Source: an optimization exercise on an open RTL-to-GDS flow (aim: small area and a short achievable clock period). Production flows keep margins and buffers that such runs may drop. The RTL was checked by simulation tests, not by an equivalence proof against the original design. Power and IR drop assume default switching activity.

==> flow/design.v (excerpt) <==
module as2650(
	input clk,
	input rst,
	input [7:0] bus_in,
	output [7:0] bus_out,
	output le_lo,
	output le_hi,
	output OEb,
	output WEb,
	output bus_dir,
	output IOC,
	output IOD,
	input [6:0] irqs,
	output flag,
	input sense,
	output [7:0] ext_io_addr,
	output io_bus_cyc,
	output io_bus_we,
	output [7:0] io_bus_out,
	input [7:0] io_bus_in,
	output [7:0] debug_psl,
	output [7:0] debug_psu,
	output [32:0] la_data_out,
	input wb_hidden_rom_enable,
	output reg cpu_hidden_rom_enable,
	output WE_ram
);
For scale: about 420 flip-flops, roughly 110 I/O pins, about 0.031 sq mm of cells after synthesis.
clock: 16.0 ns
lec_check: 0
cap_margin: 10
core_margin: 2
core_utilization: 50
cts_buf_list: sky130_fd_sc_hd__clkbuf_16
cts_cluster_diameter: 100
cts_cluster_size: 20
slew_margin: 10
standard.sh (not shown) runs the stock make flow with config.mk's settings and CLKGATE_MAP_FILE= SYNTH_SCRIPT=/design/flow/synth_recipe.tcl, a recipe that flattens the netlist after the stock synthesis.
==> flow/flow/run.sh <==
#!/bin/bash
# The standard layout (standard.sh: the standard flow's own synthesis and ORFS flow) with two changes:
# - the input and output ports are buffered with sky130_fd_sc_hd__buf_1 cells instead of
#   the cell buffer_ports picks by default;
# - ORFS's repair_timing steps aim for 9 ns of setup slack rather than 0, so that they size
#   up the slowest paths; the clock and constraints are the design's.
# Make's full output goes to flow_make.log here; ORFS's own logs are under orfs/logs.
set -euo pipefail
export BUFFER_PORTS_ARGS="-buffer_cell sky130_fd_sc_hd__buf_1"
export SETUP_SLACK_MARGIN=9
export TNS_END_PERCENT=5
bash standard.sh finish > flow_make.log 2>&1
Change:
--- a/flow/design.v
+++ b/flow/design.v
@@ -66,29 +66,28 @@
 reg [2:0] chirp_ptr;
 wire [3:0] sp = psu[3:0];
 wire [3:0] sp_m1 = sp - 4'd1;
 wire [3:0] sp_p1 = sp + 4'd1;
 wire [15:0] TOS = stack[sp_m1];
 wire [7:0] r1_v = psl[4] ? r5 : r1;
 wire [7:0] r2_v = psl[4] ? r6 : r2;
 wire [7:0] r3_v = psl[4] ? r7 : r3;
 assign la_data_out = {halted, r3_v, r2_v, r1_v, r0};
 function [7:0] rd;
 	input [1:0] a;
-	input [7:0] v0, v1, v2, v3;
 	begin
 		case(a)
-			2'd1: rd = v1;
-			2'd2: rd = v2;
-			2'd3: rd = v3;
-			default: rd = v0;
+			2'd1: rd = r1_v;
+			2'd2: rd = r2_v;
+			2'd3: rd = r3_v;
+			default: rd = r0;
 		endcase
 	end
 endfunction
 wire [7:0] instruction = cycle == FETCH ? bus_in : insin;
 wire is_RETURN = (instruction[7:2] == 6'b000101 || instruction[7:2] == 6'b001101) && !extend;
 wire is_DAR = instruction[7:2] == 6'b100101 && !extend;
 wire is_CLR = instruction[7:2] == 6'h31 && !extend;
 wire is_EXT = instruction == 8'hB7 && !extend;
 wire is_HALT = instruction == 8'h40 && !extend;
 wire is_NOP = instruction == 8'hC0 && !extend;
 wire is_XCHG = instruction == 8'h91 && !extend;
@@ -124,27 +123,27 @@
 wire is_CPL = instruction[7:2] == 6'h38 && extend;
 wire is_PSHS = instruction == 8'h10 && extend;
 wire is_POPS = instruction == 8'h11 && extend;
 wire is_SVB = instruction == 8'h12 && extend;
 wire is_CHRP = instruction == 8'h13 && extend;
 wire is_EXT_IO = (instruction[7:2] == 6'h15 || instruction[7:2] == 6'h35) && !extend;
 wire is_TRAP = instruction == 8'h90 && extend;
 wire is_CLRT = instruction == 8'h91 && extend;
 wire is_LIR = instruction == 8'h92 && extend;
 wire is_SIR = instruction == 8'h93 && extend;
 wire [2:0] instr_reg_a = {psl[4], instruction[1:0]};
-wire [7:0] instr_reg_v = rd(instruction[1:0], r0, r1_v, r2_v, r3_v);
+wire [7:0] instr_reg_v = rd(instruction[1:0]);
 wire is_store_q = (insin[7:4] == 4'hC && insin != 8'hC0 && !extend) || (insin[7:3] == 5'h19 && extend);
 wire is_IO_READ_q = (insin[7:2] == 6'h0C || insin[7:2] == 6'h1C) && !extend;
 wire is_IO_WRITE_q = (insin[7:2] == 6'h2C || insin[7:2] == 6'h3C) && !extend;
-wire [7:0] instr_reg_v_q = rd(insin[1:0], r0, r1_v, r2_v, r3_v);
+wire [7:0] instr_reg_v_q = rd(insin[1:0]);
 wire [12:0] PC_p1 = PC + 13'd1;
 wire q_RETURN = (insin[7:2] == 6'b000101 || insin[7:2] == 6'b001101) && !extend;
 wire q_DAR = insin[7:2] == 6'b100101 && !extend;
 wire q_CLR = insin[7:2] == 6'h31 && !extend;
 wire q_EXT = insin == 8'hB7 && !extend;
 wire q_HALT = insin == 8'h40 && !extend;
 wire q_NOP = insin == 8'hC0 && !extend;
 wire q_XCHG = insin == 8'h91 && !extend;
 wire q_MUL = insin == 8'h90 && !extend;
 wire q_ZBR = (insin == 8'h9B || insin == 8'hBB) && !extend;
 wire q_BXA = (insin == 8'h9F || insin == 8'hBF) && !extend;
The changed run ran to the end with no violations.
Final cell count came out lower by 2.0%.
Wire length came out lower by 4.0%.
Area after synthesis came out lower by 0.50%.
Non-clock buffer count came out lower by 45.
Utilization came out lower by 1.6 points.

========
Another version of the RTL of as2650 (not shown whole).
For scale: about 3800 cells after synthesis, roughly 33000 sq um of cells after synthesis.
Settings: LEC_CHECK=0, CAP_MARGIN=20, CORE_MARGIN=2, CORE_UTILIZATION=40, SLEW_MARGIN=20; clock period 16.0 ns.
run.sh (not shown) runs the stock make flow with config.mk's settings and CLKGATE_MAP_FILE= SYNTH_SCRIPT=/design/flow/synth_recipe.tcl, a recipe that flattens the netlist after the stock synthesis.
Stock flow here: none of the scripts above is used.
The starting point ran to the end with no violations.
Then changed:
--- a/flow/design.v
+++ b/flow/design.v
@@ -153,19 +153,15 @@
 wire should_branch = (is_CC_BRANCH && instruction[7] && psl[7:6] != instruction[1:0]) || (is_CC_BRANCH && !instruction[7] && instruction[1:0] == 2'b11) || (is_CC_BRANCH && !instruction[7] && psl[7:6] == instruction[1:0] || (is_REG_BRANCH && bcr_nonzero)) || is_ZBR || is_BXA;
 wire [15:0] zbr_target = {(bus_in[6] ? 10'b0000000111 : 10'h000), bus_in[5:0]};
 wire is_interrupt_cycle = cycle == INTERRUPT_ACTION1;
 wire is_data_fetch_cycle = relative_cyc || indirect_cyc || cycle == DATA1 || is_interrupt_cycle;
 wire is_instr_fetch_cycle = (cycle == FETCH || cycle == PARAM1 || cycle == PARAM2) && !is_data_fetch_cycle;
 wire indexed_data1 = indexed_cyc != 2'b00 && cycle == DATA1;
 wire IO_cyc = cycle == IO1 || cycle == IO2;
-wire [15:0] requested_addr = (cycle == DATA1
-								? (indirect_cyc || extend ? instruction_args_latch : {page_reg, instruction_args_latch[12:0]})
-								: (is_instr_fetch_cycle ? {page_reg, PC} : (indirect_cyc || relative_cyc ? indirect_target : 16'h0000))
-									+ (!is_instr_fetch_cycle && cycle == PARAM2 ? 16'd1 : 16'd0))
-								+ (indexed_data1 ? {8'h00, instr_reg_v_q} : 16'h0000);
+reg [15:0] requested_addr;
 wire hit = last_addr == requested_addr;
 wire hi_eq = requested_addr[15:8] == last_addr[15:8];
 wire lo_eq = requested_addr[7:0] == last_addr[7:0];
 wire mem_cyc = (is_instr_fetch_cycle || is_data_fetch_cycle) && !IO_cyc;
 wire le_lo_act = mem_cyc && !lo_eq && hi_eq;
 wire le_hi_act = mem_cyc && !hi_eq;
 assign le_lo = le_lo_act && !reset;
@@ -595,16 +591,23 @@
 	if(cycle == HALT || (cycle == FETCH && !hit)) begin
 		if(irqs != 7'h00 && !psu[5]) begin
 			irq_num_n = irq_enc;
 			cycle_n = INTERRUPT_ACTION1;
 		end
 	end
 end
+wire fetch_n = (cycle_n == FETCH || cycle_n == PARAM1 || cycle_n == PARAM2) && !(rel_n || ind_n);
+wire [7:0] index_n = (cycle == PARAM2 && !indirect_cyc && !extend && instruction_args_latch[14:13] == 2'b01) ? instr_reg_v_q + 8'd1 :
+					((cycle == PARAM2 && !indirect_cyc && !extend && instruction_args_latch[14:13] == 2'b10) ? instr_reg_v_q - 8'd1 : instr_reg_v_q);
+wire [15:0] req_n = cycle_n == DATA1
+		? ((ind_n || extend_n) ? args_n : {page_n, args_n[12:0]}) + (idx_n != 2'b00 ? {8'h00, index_n} : 16'h0000)
+		: (fetch_n ? {page_n, PC_n} : ((ind_n || rel_n) ? it_n : 16'h0000) + (cycle_n == PARAM2 ? 16'd1 : 16'd0));
 always @(posedge clk) begin
 	if(reset) begin
+		requested_addr <= 16'h0000;
 		psl <= 8'h00;
 		psu <= 8'h20;  
 		cycle <= 4'h0;
 		last_addr <= 16'hAAAA;
 		insin <= 8'h00;
 		instruction_args_latch <= 16'h0000;
 		PC <= 13'h0000;
@@ -629,14 +632,15 @@
 		io_bus_cyc <= 1'b0;
 		io_bus_we <= 1'b0;
 		io_bus_out <= 8'h00;
 		trap <= 1'b0;
 		cpu_hidden_rom_enable <= wb_hidden_rom_enable;
 	end else begin
 		trap <= trap_n;
+		requested_addr <= req_n;
 		irq_num <= irq_num_n;
 		psu <= psu_n;
 		psl <= psl_n;
 		PC <= PC_n;
 		page_reg <= page_n;
 		ivectors_base <= ivb_n;
 		last_addr <= last_n;
Design area grows by 3.3%.
Final cell count grows by about 4.3%.
Global-route usage grows by 2.9 points.
Wire length grows by about 13%.
Combinational power grows by about 3%.
Core utilization grows by 0.27 points.
Area after synthesis grows by 3.5%.
Non-clock buffer count grows by 12.
Maximum frequency grows by 21%.
First-iteration DRC count grows by about 17%.
Worst setup slack improved by 2.1 ns.
Power grows by about 1.4%.
Sequential power grows by about 3%.

## separate check: timing with driven ports
No port has a modelled driver above. Below, the same layouts with a new extraction and two added sets of constraints. Step 1 assumes that a clkbuf_16 drives the clock port and a buf_2 every other input. Step 2, shift: input delay + t, output delay - t, t = (earliest + latest rising clock arrival at the registers) / 2. This alone moves slack from input paths to output paths. a / b / c = ideal / step 1 / step 2; a / b = the first two.
| run | t (ns) | setup WS [ns] | slew at the worst register clock pin (ns) | worst data-port slew with drivers (ns) |
|---|---|---|---|---|
| the first run of note 1 | 0.701 | 8.937 / 8.917 / 8.314 | 0.10 / 0.10 | 0.04 |
| the second run of note 1 | 0.684 | 8.902 / 8.840 / 8.313 | 0.10 / 0.10 | 0.04 |
| the first run of note 2 | 0.718 | 3.946 / 3.879 / 4.596 | 0.07 / 0.07 | 0.05 |
| the second run of note 2 | 0.714 | 6.068 / 6.109 / 5.395 | 0.07 / 0.07 | 0.04 |
After both steps setup and hold are still met in every run listed. For the second run of note 2, which loses most, drivers alone change the setup slack by +0.041 ns; drivers and shift together by -0.673 ns.
